Source: an optimization exercise on an open RTL-to-GDS flow (aim: small area and a short achievable clock period). Production flows keep margins and buffers that such runs may drop. Function was checked by simulation only, so behaviour that the tests miss may differ from the original.

===== design.v =====
`timescale 1ns / 1ps
module cmp(
    input clk,
    input rst,
    input [31:0] a,
    input [31:0] b,
    output reg [2:0] con
);
    always @(posedge clk or posedge rst) begin
        if (rst) begin
            con <= 3'b000;
        end else begin
            con[2] <= a[31];  
            con[1] <= b[31];  
            con[0] <= (a[30:0] == b[30:0]) ? 1'b1 : 1'b0;  
        end
    end
endmodule
module addsub(input clk, input rst, input [31:0] a, input [31:0] b, input x, output reg [31:0] out);
    reg [2:0] pipe1;
    reg [22:0] c, d; 
    reg [7:0] e;
    reg sign;
    always @(posedge clk or posedge rst) begin
        if (rst) begin
            pipe1 <= 3'b0;
        end else begin
            pipe1 <= {a[31], b[31], a[30:0] > b[30:0]};
        end
    end
    always @(posedge clk or posedge rst) begin
        if (rst) begin
            c <= 23'b0;
            d <= 23'b0;
            out[30:23] <= 8'b0;
            out[31] <= 1'b0;
        end else begin
            case (pipe1)
                3'b000, 3'b110: begin  
                    out[30:23] <= b[30:23];
                    c <= b[22:0];
                    d <= a[22:0] >> (b[30:23] - a[30:23]);
                    out[31] <= b[31];
                end
                3'b001, 3'b111: begin  
                    out[30:23] <= a[30:23];
                    c <= a[22:0];
                    d <= b[22:0] >> (a[30:23] - b[30:23]);
                    out[31] <= a[31];
                end
                3'b010: begin  
                    out[30:23] <= a[30:23];
                    c <= a[22:0];
                    d <= b[22:0] >> (a[30:23] - b[30:23]);
                    out[31] <= a[31];
                end
                3'b101: begin  
                    out[30:23] <= b[30:23];
                    c <= b[22:0];
                    d <= a[22:0] >> (b[30:23] - a[30:23]);
                    out[31] <= b[31];
                end
                default: begin
                    c <= 23'b0;
                    d <= 23'b0;
                    out[30:23] <= 8'b0;
                    out[31] <= 1'b0;
                end
            endcase
        end
    end
    reg [22:0] adder_a, adder_b;
    reg adder_cin;
    wire [22:0] adder_sum;
    wire adder_cout;
    kogge_stone ks_inst(.x(adder_a), .y(adder_b), .sum(adder_sum), .cin(adder_cin), .cout(adder_cout));
    always @(posedge clk or posedge rst) begin
        if (rst) begin
            adder_a <= 23'b0;
            adder_b <= 23'b0;
            adder_cin <= 1'b0;
        end else begin
            case (pipe1)
                3'b000: begin  
                    if (x == 1'b0) begin  
                        adder_a <= c;
                        adder_b <= d;
                        adder_cin <= 1'b0;
                    end else begin  
                        adder_a <= d;
                        adder_b <= ~c;
                        adder_cin <= 1'b1;
                    end
                end
                3'b001: begin  
                    if (x == 1'b0) begin  
                        adder_a <= c;
                        adder_b <= d;
                        adder_cin <= 1'b0;
                    end else begin  
                        adder_a <= c;
                        adder_b <= ~d;
                        adder_cin <= 1'b1;
                    end
                end
                3'b010: begin  
                    if (x == 1'b0) begin  
                        adder_a <= c;
                        adder_b <= d;
                        adder_cin <= 1'b0;
                    end else begin  
                        adder_a <= c;
                        adder_b <= ~d;
                        adder_cin <= 1'b1;
                    end
                end
                3'b100: begin  
                    if (x == 1'b0) begin  
                        adder_a <= c;
                        adder_b <= d;
                        adder_cin <= 1'b0;
                    end else begin  
                        adder_a <= d;
                        adder_b <= ~c;
                        adder_cin <= 1'b1;
                    end
                end
                3'b110: begin  
                    if (x == 1'b0) begin  
                        adder_a <= c;
                        adder_b <= d;
                        adder_cin <= 1'b0;
                    end else begin  
                        adder_a <= d;
                        adder_b <= ~c;
                        adder_cin <= 1'b1;
                    end
                end
                3'b111: begin  
                    if (x == 1'b0) begin  
                        adder_a <= c;
                        adder_b <= d;
                        adder_cin <= 1'b0;
                    end else begin  
                        adder_a <= c;
                        adder_b <= ~d;
                        adder_cin <= 1'b1;
                    end
                end
                default: begin
                    adder_a <= 23'b0;
                    adder_b <= 23'b0;
                    adder_cin <= 1'b0;
                end
            endcase
        end
    end
    always @(posedge clk or posedge rst) begin
        if (rst) begin
            out[22:0] <= 23'b0;
        end else begin
            out[22:0] <= adder_sum;
        end
    end
endmodule
module gray_cell(Gkj, Pik, Gik, G);
    input Gkj, Pik, Gik;
    output G;
    wire Y;
    and(Y, Gkj, Pik);
    or(G, Y, Gik);
endmodule
module black_cell(Gkj, Pik, Gik, Pkj, G, P);
    input Gkj, Pik, Gik, Pkj;
    output G, P;
    wire Y;
    and(Y, Gkj, Pik);
    or(G, Gik, Y);
    and(P, Pkj, Pik);
endmodule
module and_xor(a, b, p, g);
    input a, b;
    output p, g;
    xor(p, a, b);
    and(g, a, b);
endmodule
module kogge_stone(
    input        [22:0]  x,
    input        [22:0]  y,
    input                cin,
    output       [22:0]  sum,
    output               cout
);
    localparam STAGES = 5;  
    wire [22:0] p [0:STAGES];
    wire [22:0] g [0:STAGES];
    wire [23:0] c;
    genvar i;
    generate
        for (i = 0; i < 23; i = i + 1) begin : precomputation
            wire g_raw;
            and_xor init_pg (
                .a(x[i]), 
                .b(y[i]), 
                .p(p[0][i]), 
                .g(g_raw)
            );
            if (i == 0) begin : cin_merge
                assign g[0][i] = g_raw | (p[0][i] & cin);
            end else begin : no_cin
                assign g[0][i] = g_raw;
            end
        end
    endgenerate
    genvar s;  
    generate
        for (s = 0; s < STAGES; s = s + 1) begin : prefix_network_stage
            genvar j;  
            for (j = 0; j < 23; j = j + 1) begin : bit_logic
                if (j >= (1 << s)) begin
                    black_cell bc (
                        .Gkj(g[s][j - (1 << s)]),  
                        .Pkj(p[s][j - (1 << s)]),  
                        .Gik(g[s][j]),            
                        .Pik(p[s][j]),            
                        .G(g[s+1][j]),            
                        .P(p[s+1][j])             
                    );
                end else begin
                    assign g[s+1][j] = g[s][j];
                    assign p[s+1][j] = p[s][j];
                end
            end
        end
    endgenerate
    assign c[0] = cin;
    assign c[23:1] = g[STAGES][22:0];
    assign cout = c[23];
    assign sum = p[0] ^ c[22:0];
endmodule
`timescale 1ns / 1ps
module muldiv(
    input               clk,
    input               rst,
    input       [31:0]  a,
    input       [31:0]  b,
    output reg  [31:0]  result
);
    wire sign_a = a[31];
    wire sign_b = b[31];
    wire [7:0] exp_a = a[30:23];
    wire [7:0] exp_b = b[30:23];
    wire [23:0] mant_a = {1'b1, a[22:0]};  
    wire [23:0] mant_b = {1'b1, b[22:0]};
    wire [7:0] exp_sum_ks;
    wire       exp_sum_cout;
    wire [9:0] exp_result_logic;
    wire       in_zero = (exp_a == 8'd0) | (exp_b == 8'd0);
    kogge_stone8 exp_adder (
        .x(exp_a),
        .y(exp_b),
        .sum(exp_sum_ks),
        .cin(1'b0),
        .cout(exp_sum_cout)
    );
    assign exp_result_logic = {1'b0, exp_sum_cout, exp_sum_ks} - 10'd127;
    reg         p1_sign;
    reg [9:0]   p1_exp;
    reg         p1_zero;
    reg [23:0]  p1_mant_a;
    reg [23:0]  p1_mant_b;
    always @(posedge clk or posedge rst) begin
        if (rst) begin
            p1_sign   <= 1'b0;
            p1_exp    <= 10'd0;
            p1_zero   <= 1'b0;
            p1_mant_a <= 24'd0;
            p1_mant_b <= 24'd0;
        end else begin
            p1_sign   <= sign_a ^ sign_b;
            p1_exp    <= exp_result_logic;
            p1_zero   <= in_zero;
            p1_mant_a <= mant_a;  
            p1_mant_b <= mant_b;  
        end
    end
    wire [47:0] mant_prod;
    mult wallace_mult (
        .a(p1_mant_a),
        .b(p1_mant_b),
        .product(mant_prod)
    );
    wire [9:0] exp_incremented = p1_exp + 10'd1;
    wire [9:0] exp_decremented = p1_exp - 10'd1;
    reg [4:0] leading_zeros;
    reg [22:0] normalized_mantissa;
    reg [9:0] final_exponent;
    always @(*) begin
        leading_zeros = 5'd0;
        normalized_mantissa = 23'b0;
        final_exponent = p1_exp;
        casez (mant_prod[47:23])  
            25'b1????????????????????????: begin  
                leading_zeros = 5'd0;
                normalized_mantissa = mant_prod[46:24];
                final_exponent = exp_incremented;
            end
            25'b01???????????????????????: begin  
                leading_zeros = 5'd0;
                normalized_mantissa = mant_prod[45:23];
                final_exponent = p1_exp;
            end
            25'b001??????????????????????: begin  
                leading_zeros = 5'd1;
                normalized_mantissa = mant_prod[44:22];
                final_exponent = exp_decremented;
            end
            25'b0001?????????????????????: begin  
                leading_zeros = 5'd2;
                normalized_mantissa = mant_prod[43:21];
                final_exponent = p1_exp - 10'd2;
            end
            25'b00001????????????????????: begin  
                leading_zeros = 5'd3;
                normalized_mantissa = mant_prod[42:20];
                final_exponent = p1_exp - 10'd3;
            end
            25'b000001???????????????????: begin  
                leading_zeros = 5'd4;
                normalized_mantissa = mant_prod[41:19];
                final_exponent = p1_exp - 10'd4;
            end
            25'b0000001??????????????????: begin  
                leading_zeros = 5'd5;
                normalized_mantissa = mant_prod[40:18];
                final_exponent = p1_exp - 10'd5;
            end
            25'b00000001?????????????????: begin  
                leading_zeros = 5'd6;
                normalized_mantissa = mant_prod[39:17];
                final_exponent = p1_exp - 10'd6;
            end
            25'b000000001????????????????: begin  
                leading_zeros = 5'd7;
                normalized_mantissa = mant_prod[38:16];
                final_exponent = p1_exp - 10'd7;
            end
            25'b0000000001???????????????: begin  
                leading_zeros = 5'd8;
                normalized_mantissa = mant_prod[37:15];
                final_exponent = p1_exp - 10'd8;
            end
            25'b00000000001??????????????: begin  
                leading_zeros = 5'd9;
                normalized_mantissa = mant_prod[36:14];
                final_exponent = p1_exp - 10'd9;
            end
            25'b000000000001?????????????: begin  
                leading_zeros = 5'd10;
                normalized_mantissa = mant_prod[35:13];
                final_exponent = p1_exp - 10'd10;
            end
            25'b0000000000001????????????: begin  
                leading_zeros = 5'd11;
                normalized_mantissa = mant_prod[34:12];
                final_exponent = p1_exp - 10'd11;
            end
            25'b00000000000001???????????: begin  
                leading_zeros = 5'd12;
                normalized_mantissa = mant_prod[33:11];
                final_exponent = p1_exp - 10'd12;
            end
            25'b000000000000001??????????: begin  
                leading_zeros = 5'd13;
                normalized_mantissa = mant_prod[32:10];
                final_exponent = p1_exp - 10'd13;
            end
            25'b0000000000000001?????????: begin  
                leading_zeros = 5'd14;
                normalized_mantissa = mant_prod[31:9];
                final_exponent = p1_exp - 10'd14;
            end
            25'b00000000000000001????????: begin  
                leading_zeros = 5'd15;
                normalized_mantissa = mant_prod[30:8];
                final_exponent = p1_exp - 10'd15;
            end
            25'b000000000000000001???????: begin  
                leading_zeros = 5'd16;
                normalized_mantissa = mant_prod[29:7];
                final_exponent = p1_exp - 10'd16;
            end
            25'b0000000000000000001??????: begin  
                leading_zeros = 5'd17;
                normalized_mantissa = mant_prod[28:6];
                final_exponent = p1_exp - 10'd17;
            end
            25'b00000000000000000001?????: begin  
                leading_zeros = 5'd18;
                normalized_mantissa = mant_prod[27:5];
                final_exponent = p1_exp - 10'd18;
            end
            25'b000000000000000000001????: begin  
                leading_zeros = 5'd19;
                normalized_mantissa = mant_prod[26:4];
                final_exponent = p1_exp - 10'd19;
            end
            25'b0000000000000000000001???: begin  
                leading_zeros = 5'd20;
                normalized_mantissa = mant_prod[25:3];
                final_exponent = p1_exp - 10'd20;
            end
            25'b00000000000000000000001??: begin  
                leading_zeros = 5'd21;
                normalized_mantissa = mant_prod[24:2];
                final_exponent = p1_exp - 10'd21;
            end
            25'b000000000000000000000001?: begin  
                leading_zeros = 5'd22;
                normalized_mantissa = mant_prod[23:1];
                final_exponent = p1_exp - 10'd22;
            end
            25'b0000000000000000000000001: begin  
                leading_zeros = 5'd23;
                normalized_mantissa = mant_prod[22:0];
                final_exponent = p1_exp - 10'd23;
            end
            default: begin  
                leading_zeros = 5'd24;
                normalized_mantissa = 23'b0;
                final_exponent = 10'b0;  
            end
        endcase
    end
    always @(posedge clk or posedge rst) begin
        if (rst) begin
            result <= 32'b0;
        end else begin
            if (p1_zero || final_exponent == 10'b0 || final_exponent[9] == 1'b1) begin
                result <= {p1_sign, 31'b0};
            end else if (final_exponent >= 10'd255) begin
                result <= {p1_sign, 8'hFF, 23'b0};
            end else begin
                result <= {p1_sign, final_exponent[7:0], normalized_mantissa};
            end
        end
    end
endmodule
module mult(
    input [23:0] a,
    input [23:0] b,
    output [47:0] product
);
    wire [47:0] pp [0:23];  
    genvar i, j;
    generate
        for (i = 0; i < 24; i = i + 1) begin : pp_gen
            for (j = 0; j < 24; j = j + 1) begin : bit_gen
                if (j + i < 48) begin
                    assign pp[i][j + i] = a[j] & b[i];
                end
            end
            for (j = 0; j < i; j = j + 1) begin : zero_fill_low
                assign pp[i][j] = 1'b0;
            end
            for (j = i + 24; j < 48; j = j + 1) begin : zero_fill_high
                assign pp[i][j] = 1'b0;
            end
        end
    endgenerate
    wire [47:0] level1 [0:15];
    generate
        for (i = 0; i < 16; i = i + 1) begin : level1_reduction
            if (i < 8) begin
                wallace_csa_48bit csa1_l1 (
                    .a(pp[i*3]),
                    .b(pp[i*3 + 1]),
                    .c(pp[i*3 + 2]),
                    .sum(level1[i*2]),
                    .carry(level1[i*2 + 1])
                );
            end
        end
    endgenerate
    wire [47:0] level2 [0:10];
    generate
        for (i = 0; i < 5; i = i + 1) begin : level2_reduction
            wallace_csa_48bit csa2_l2 (
                .a(level1[i*3]),
                .b(level1[i*3 + 1]),
                .c(level1[i*3 + 2]),
                .sum(level2[i*2]),
                .carry(level2[i*2 + 1])
            );
        end
        assign level2[10] = level1[15];
    endgenerate
    wire [47:0] level3 [0:7];
    generate
        for (i = 0; i < 3; i = i + 1) begin : level3_reduction
            wallace_csa_48bit csa3_l3 (
                .a(level2[i*3]),
                .b(level2[i*3 + 1]),
                .c(level2[i*3 + 2]),
                .sum(level3[i*2]),
                .carry(level3[i*2 + 1])
            );
        end
        assign level3[6] = level2[9];
        assign level3[7] = level2[10];
    endgenerate
    wire [47:0] level4 [0:5];
    generate
        for (i = 0; i < 2; i = i + 1) begin : level4_reduction
            wallace_csa_48bit csa4_l4 (
                .a(level3[i*3]),
                .b(level3[i*3 + 1]),
                .c(level3[i*3 + 2]),
                .sum(level4[i*2]),
                .carry(level4[i*2 + 1])
            );
        end
        assign level4[4] = level3[6];
        assign level4[5] = level3[7];
    endgenerate
    wire [47:0] level5 [0:3];
    generate
        for (i = 0; i < 2; i = i + 1) begin : level5_reduction
            wallace_csa_48bit csa5_l5 (
                .a(level4[i*3]),
                .b(level4[i*3 + 1]),
                .c(level4[i*3 + 2]),
                .sum(level5[i*2]),
                .carry(level5[i*2 + 1])
            );
        end
    endgenerate
    wire [47:0] level6 [0:2];
    wallace_csa_48bit csa6_l6 (
        .a(level5[0]),
        .b(level5[1]),
        .c(level5[2]),
        .sum(level6[0]),
        .carry(level6[1])
    );
    assign level6[2] = level5[3];
    wire [47:0] final_sum, final_carry;
    wallace_csa_48bit csa7_final (
        .a(level6[0]),
        .b(level6[1]),
        .c(level6[2]),
        .sum(final_sum),
        .carry(final_carry)
    );
    wire [47:0] shifted_carry;
    assign shifted_carry = final_carry;  
    wire [5:0] carry_chain;  
    kogge_stone_48bit final_adder (
        .a(final_sum),
        .b(shifted_carry),
        .sum(product)
    );
endmodule
module wallace_csa_48bit(
    input [47:0] a,
    input [47:0] b,
    input [47:0] c,
    output [47:0] sum,
    output [47:0] carry
);
    wire [47:0] cy;
    assign carry = {cy[46:0], 1'b0};
    genvar i;
    generate
        for (i = 0; i < 48; i = i + 1) begin : csa_bits
            full_adder fa (
                .a(a[i]),
                .b(b[i]),
                .cin(c[i]),
                .sum(sum[i]),
                .cout(cy[i])
            );
        end
    endgenerate
endmodule
module kogge_stone_48bit(
    input [47:0] a,
    input [47:0] b,
    output [47:0] sum
);
    wire [5:0] carry_out;
    kogge_stone8 add0 (.x(a[7:0]),   .y(b[7:0]),   .sum(sum[7:0]),   .cin(1'b0),        .cout(carry_out[0]));
    kogge_stone8 add1 (.x(a[15:8]),  .y(b[15:8]),  .sum(sum[15:8]),  .cin(carry_out[0]), .cout(carry_out[1]));
    kogge_stone8 add2 (.x(a[23:16]), .y(b[23:16]), .sum(sum[23:16]), .cin(carry_out[1]), .cout(carry_out[2]));
    kogge_stone8 add3 (.x(a[31:24]), .y(b[31:24]), .sum(sum[31:24]), .cin(carry_out[2]), .cout(carry_out[3]));
    kogge_stone8 add4 (.x(a[39:32]), .y(b[39:32]), .sum(sum[39:32]), .cin(carry_out[3]), .cout(carry_out[4]));
    kogge_stone8 add5 (.x(a[47:40]), .y(b[47:40]), .sum(sum[47:40]), .cin(carry_out[4]), .cout(carry_out[5]));
endmodule
module full_adder(
    input a,
    input b,
    input cin,
    output sum,
    output cout
);
    assign sum = a ^ b ^ cin;
    assign cout = (a & b) | (cin & (a ^ b));
endmodule
module kogge_stone8(x, y, sum, cin, cout);
    input [7:0] y, x;
    output [7:0] sum;
    input cin;
    output cout;
    wire [7:0] G_Z, P_Z;
    wire [7:0] G_A, P_A;
    wire [7:0] G_B, P_B;
    wire [7:0] G_C, P_C;
    genvar i;
    generate
        for (i = 0; i < 8; i = i + 1) begin : gen0
            and_xor ax(x[i], y[i], P_Z[i], G_Z[i]);
        end
    endgenerate
    gray_cell gc0(cin, P_Z[0], G_Z[0], G_A[0]);
    black_cell bc1(G_Z[0], P_Z[1], G_Z[1], P_Z[0], G_A[1], P_A[1]);
    black_cell bc2(G_Z[1], P_Z[2], G_Z[2], P_Z[1], G_A[2], P_A[2]);
    black_cell bc3(G_Z[2], P_Z[3], G_Z[3], P_Z[2], G_A[3], P_A[3]);
    black_cell bc4(G_Z[3], P_Z[4], G_Z[4], P_Z[3], G_A[4], P_A[4]);
    black_cell bc5(G_Z[4], P_Z[5], G_Z[5], P_Z[4], G_A[5], P_A[5]);
    black_cell bc6(G_Z[5], P_Z[6], G_Z[6], P_Z[5], G_A[6], P_A[6]);
    black_cell bc7(G_Z[6], P_Z[7], G_Z[7], P_Z[6], G_A[7], P_A[7]);
    gray_cell gc1(cin, P_A[1], G_A[1], G_B[1]);
    gray_cell gc2(G_A[0], P_A[2], G_A[2], G_B[2]);
    black_cell bc3b(G_A[1], P_A[3], G_A[3], P_A[1], G_B[3], P_B[3]);
    black_cell bc4b(G_A[2], P_A[4], G_A[4], P_A[2], G_B[4], P_B[4]);
    black_cell bc5b(G_A[3], P_A[5], G_A[5], P_A[3], G_B[5], P_B[5]);
    black_cell bc6b(G_A[4], P_A[6], G_A[6], P_A[4], G_B[6], P_B[6]);
    black_cell bc7b(G_A[5], P_A[7], G_A[7], P_A[5], G_B[7], P_B[7]);
    gray_cell gc3(cin, P_B[3], G_B[3], G_C[3]);
    gray_cell gc4(G_A[0], P_B[4], G_B[4], G_C[4]);
    gray_cell gc5(G_B[1], P_B[5], G_B[5], G_C[5]);
    gray_cell gc6(G_B[2], P_B[6], G_B[6], G_C[6]);
    black_cell bc7c(G_B[3], P_B[7], G_B[7], P_B[3], G_C[7], P_C[7]);
    gray_cell gc7(cin, P_C[7], G_C[7], cout);
    xor(sum[0], cin, P_Z[0]);
    xor(sum[1], G_A[0], P_Z[1]);
    xor(sum[2], G_B[1], P_Z[2]);
    xor(sum[3], G_B[2], P_Z[3]);
    xor(sum[4], G_C[3], P_Z[4]);
    xor(sum[5], G_C[4], P_Z[5]);
    xor(sum[6], G_C[5], P_Z[6]);
    xor(sum[7], G_C[6], P_Z[7]);
endmodule
module fpu_top(
    input        clk,
    input        rst,
    input [31:0] a,
    input [31:0] b,
    input  [2:0] consig,  
    output reg [31:0] out,
    output reg [2:0] cmp_out
);
    wire [31:0] addsub_out;
    wire [2:0]  cmp_con;
    wire [31:0] muldiv_out;
    cmp cmp_inst (
        .clk(clk),
        .rst(rst),
        .a(a),
        .b(b),
        .con(cmp_con)
    );
    addsub addsub_inst (
        .clk(clk),
        .rst(rst),
        .a(a),
        .b(b),
        .x(consig[0]),  
        .out(addsub_out)
    );
    muldiv muldiv_inst (
        .clk(clk),
        .rst(rst),
        .a(a),
        .b(b),
        .result(muldiv_out)
    );
    always @(*) begin
        case (consig)
            3'b000: begin  
                out = 32'b0;
                cmp_out = cmp_con;
            end
            3'b001: begin  
                out = addsub_out;
                cmp_out = 3'b0;
            end
            3'b010: begin  
                out = addsub_out;
                cmp_out = 3'b0;
            end
            3'b011: begin  
                out = muldiv_out;
                cmp_out = 3'b0;
            end
            default: begin
                out = 32'b0;
                cmp_out = 3'b0;
            end
        endcase
    end
endmodule

===== run.sh =====
#!/bin/bash
# synth_recipe.tcl (not shown) runs the flow's synth.tcl, then flattens the netlist and writes it again
# the make line also repeats each setting of config.mk as NAME=value (left out here)
make -C /OpenROAD-flow-scripts/flow DESIGN_CONFIG=/design/flow/config.mk WORK_HOME=/design/flow/orfs CLKGATE_MAP_FILE= SYNTH_SCRIPT=/design/flow/synth_recipe.tcl finish

===== config.mk =====
export PLATFORM = sky130hd
export DESIGN_NAME = fpu_top
export DESIGN_NICKNAME = fpu_top
export VERILOG_FILES = /design/flow/design.v
export SDC_FILE = /design/flow/constraint.sdc
export NUM_CORES = 4
export LEC_CHECK = 0
export CAP_MARGIN = 20
export CORE_MARGIN = 2
export CORE_UTILIZATION = 40
export SLEW_MARGIN = 20

===== constraint.sdc =====
create_clock -name core_clock -period 14.0 [get_ports {clk}]
set_input_delay 2.8000 -clock core_clock [delete_from_list [all_inputs] [get_ports {clk}]]
set_output_delay 2.8000 -clock core_clock [all_outputs]
set_load 0.01 [all_outputs]

==> results.py <==
metrics = {
    "run_status": {
        "status": "no timing/DRC/antenna violations",
    },
    "critical_path": {
        "path_common_cell": "fa_1",
        "startpoint_type": "flop",
        "critPathKind": "reg2reg",
        "critPathArrivalTime_ns": 13.62,
        "max_stage_delay_ns": 0.78,
        "crit_slowest_cell": "a2111oi_1",
        "cp.required_ns": 14.45,
        "crit_fanout": 23,
        "end_kind": "flop",
    },
    "global_routing": {
        "grt_pass1_vias": 32000,
        "grt_max_degree": 142,
        "antenna_found_initial": 3,
        "grtUsageTotal": 0.274,
        "grt_first_pass_wirelength_um": 197000,
        "grt_overflow": 0,
    },
    "logic_synthesis": {
        "yosysWarnings": 6,
        "yosysSeqAreaShare": 0.153,
        "syn_area_mm2": 0.0360,
        "synth_edf_count": 0,
        "async_flop_share": 1.00,
        "syn_inst": 4092,
        "syn_nets": 4886,
        "ys_seq_elements": 220,
        "ys.flop_type": "dfrtp_1",
        "syn_area_per_cell_um2": 8.79,
        "synth_cell_types": 97,
    },
    "sta": {
        "finalCritPeriodShare": 0.941,
        "relSlewSlack": 0.248,
        "maxSlewViolCount": 0,
        "setup_tns_ns": 0,
        "worst_slack_ns": 0.826,
        "rsz0062_at_grt": "no",
        "worstMarginPinSlew_ns": 1.12,
        "skew_ns": 0.0211,
        "hold_viol": 0,
        "finalSetupViolCount": 0,
        "clock.fmax_ghz": 0.0759,
        "period_minus_slack_ns": 13.17,
    },
    "floorplan": {
        "pin_count": 104,
        "dieArea_mm2": 0.0923,
        "die_w_um": 304,
        "initial_utilization": 0.405,
        "core_mm2": 0.0888,
        "die_h_um": 304,
        "num_rows": 109,
    },
    "drt": {
        "drt-total-wl_um": 127000,
        "ant_nets": 0,
        "remaining_drc_errors": 0,
        "drtIter0Drc": 3881,
        "drt-pass1-iter-count": 8,
        "num_vias": 31500,
        "wire_per_inst_um": 24.3,
        "viasPerCell": 6.01,
    },
    "cells_and_area": {
        "synthToLayoutAreaGrowth_pct": 9.23,
        "drive_gt1_frac": 0.0745,
        "final_nets": 4857,
        "nFillCells": 8659,
        "final_common_cell": "inv_1",
        "final_core_util": 0.442,
        "layoutNonFillerInstCount": 5249,
        "final_cell_mix": "inv_1, fa_1, nand2_1",
    },
    "clock_tree": {
        "clk_latency_ns": 0.55,
        "root_buffer": "clkbuf_16",
        "cts_tree": "built",
        "clkTransAtPathRegs_ns": 0.06,
        "cts_made_buffers": 25,
        "cts.sinks": 220,
        "clock_path_buffers": 3,
        "cts.htree.levels": 1,
    },
    "place": {
        "routabilityCongestion": 1.01,
        "dp_hpwl_um": 95400,
        "dp_cells": 5199,
        "io_buffers": 103,
        "place_ws_ns": 0.369,
    },
    "run": {
        "drv_cap": 0,
    },
    "hold_path": {
        "holdCritPathClass": "reg2reg",
    },
}
[routing by layer]
layer  global-route usage  vias up  wire (um)
met5                    0        -         18
met4                0.105        2       6410
met3               0.0540      453      11800
met2                0.429     1768      55900
met1                0.376    15600      53200
li1                     -    13700          -
[registers in the layout, summed over array words and instances, names as in the netlist]
name	flops
muldiv_inst.p1_zero	1
muldiv_inst.p1_sign	1
addsub_inst.d	23
muldiv_inst.p1_mant_a	24
addsub_inst.out	32
addsub_inst.pipe1	3
addsub_inst.adder_cin	1
muldiv_inst.p1_mant_b	23
addsub_inst.adder_a	23
addsub_inst.adder_b	23
muldiv_inst.result	32
muldiv_inst.p1_exp	10
cmp_inst.con	1
addsub_inst.c	23
[final timing paths]
| kind | start | endpoint | slack, ns | cells after the start |
|---|---|---|---|---|
| min in group asynchronous | rst | addsub_inst.out[29] | 2.84 | 2 |
| max reg2reg | muldiv_inst.p1_mant_a[7] | muldiv_inst.result[10] | 0.83 | 48 |
| min | muldiv_inst.p1_sign | muldiv_inst.result[31] | 0.35 | 0 |
| max | muldiv_inst.p1_mant_a[7] | muldiv_inst.result[10] | 0.83 | 48 |
| max in group asynchronous | rst | muldiv_inst.p1_mant_b[21] | 9.76 | 3 |
| min reg2reg | muldiv_inst.p1_sign | muldiv_inst.result[31] | 0.35 | 0 |
[cells by family after synthesis]
logic type	share of synthesized area
compound gates	0.164
xor+xnor	0.0258
fa+ha+maj	0.357
buf+inv	0.0874
flops	0.153
mux	0.0212
other cells	0.000104
simple gates	0.191
[cell usage after synthesis, types with 53 or more instances]
cell,n,area share
nor3_1,87,0.012
clkbuf_1,249,0.026
and2_1,400,0.070
nand2_1,411,0.043
xnor2_1,70,0.017
nor2_1,169,0.018
a221oi_1,53,0.013
inv_1,538,0.056
a21oi_1,138,0.019
dfrtp_1,220,0.15
ha_1,223,0.078
o21ai_0,123,0.017
o22ai_1,140,0.024
fa_1,502,0.28
a22o_1,61,0.015
[timing repair]
| item | in CTS | in global routing |
|---|---|---|
| hold buffers | 0 | 0 |
| buffers inserted | 0 | 2 |
| setup endpoints to repair | 0 | 31 |
| gates resized for setup | 0 | 53 |
[per-stage QoR]
stage / hold slack, ns / area [um2]
4_1_cts: 0.352 / 39200
6_report: 0.347 / 39300
5_1_grt: 0.374 / 39300
3_3_place_gp: 0.338 / 38300
3_5_place_dp: 0.339 / 38300
2_1_floorplan: 0.331 / 36000
[area by class of cell]
type	instances	area (um2)	area share
diodes	3	7.51	0.000191
inverters	541	2040	0.0519
clock inverters	10	133	0.00338
well taps	1165	1460	0.0371
multi-input cells	3053	27400	0.699
repair buffers	222	1940	0.0494
clock buffers	35	693	0.0176
flip-flops and latches	220	5560	0.142
[worst max-delay path, delay by kind of cell (launching register included)]
kind / cells / cell delay (ns)
simple gates: 15 / 2.68
flops: 1 / 0.59
compound gates: 13 / 3.01
fa+ha+maj: 10 / 4.90
buf+inv: 10 / 1.85

## separate check: timing with driven ports
In the flow no input, the clock included, has a driving cell. The finished layout below was timed again as built, in two steps. Step 1 (the two cells are an assumption about what drives the block):
set clk [get_ports {clk}]
set_driving_cell -lib_cell sky130_fd_sc_hd__clkbuf_16 $clk
set_driving_cell -lib_cell sky130_fd_sc_hd__buf_2 [delete_from_list [all_inputs] $clk]
Step 2 also shifts input and output timing later by t, the mid clock arrival at the registers, as if the neighbouring blocks saw the same clock. Slacks: ideal / step 1 / step 2; pairs: ideal / step 1.
shift t [ns]: 0.601
slack for setup (ns): 0.826 / 0.826 / 0.826
hold slack, ns: 0.347 / 0.347 / 0.347
pins driven straight from the clock port: 1
After both steps this run still meets setup and hold. The setup slack of this run moves by 0.000 ns with the drivers and by 0.000 ns with both steps.
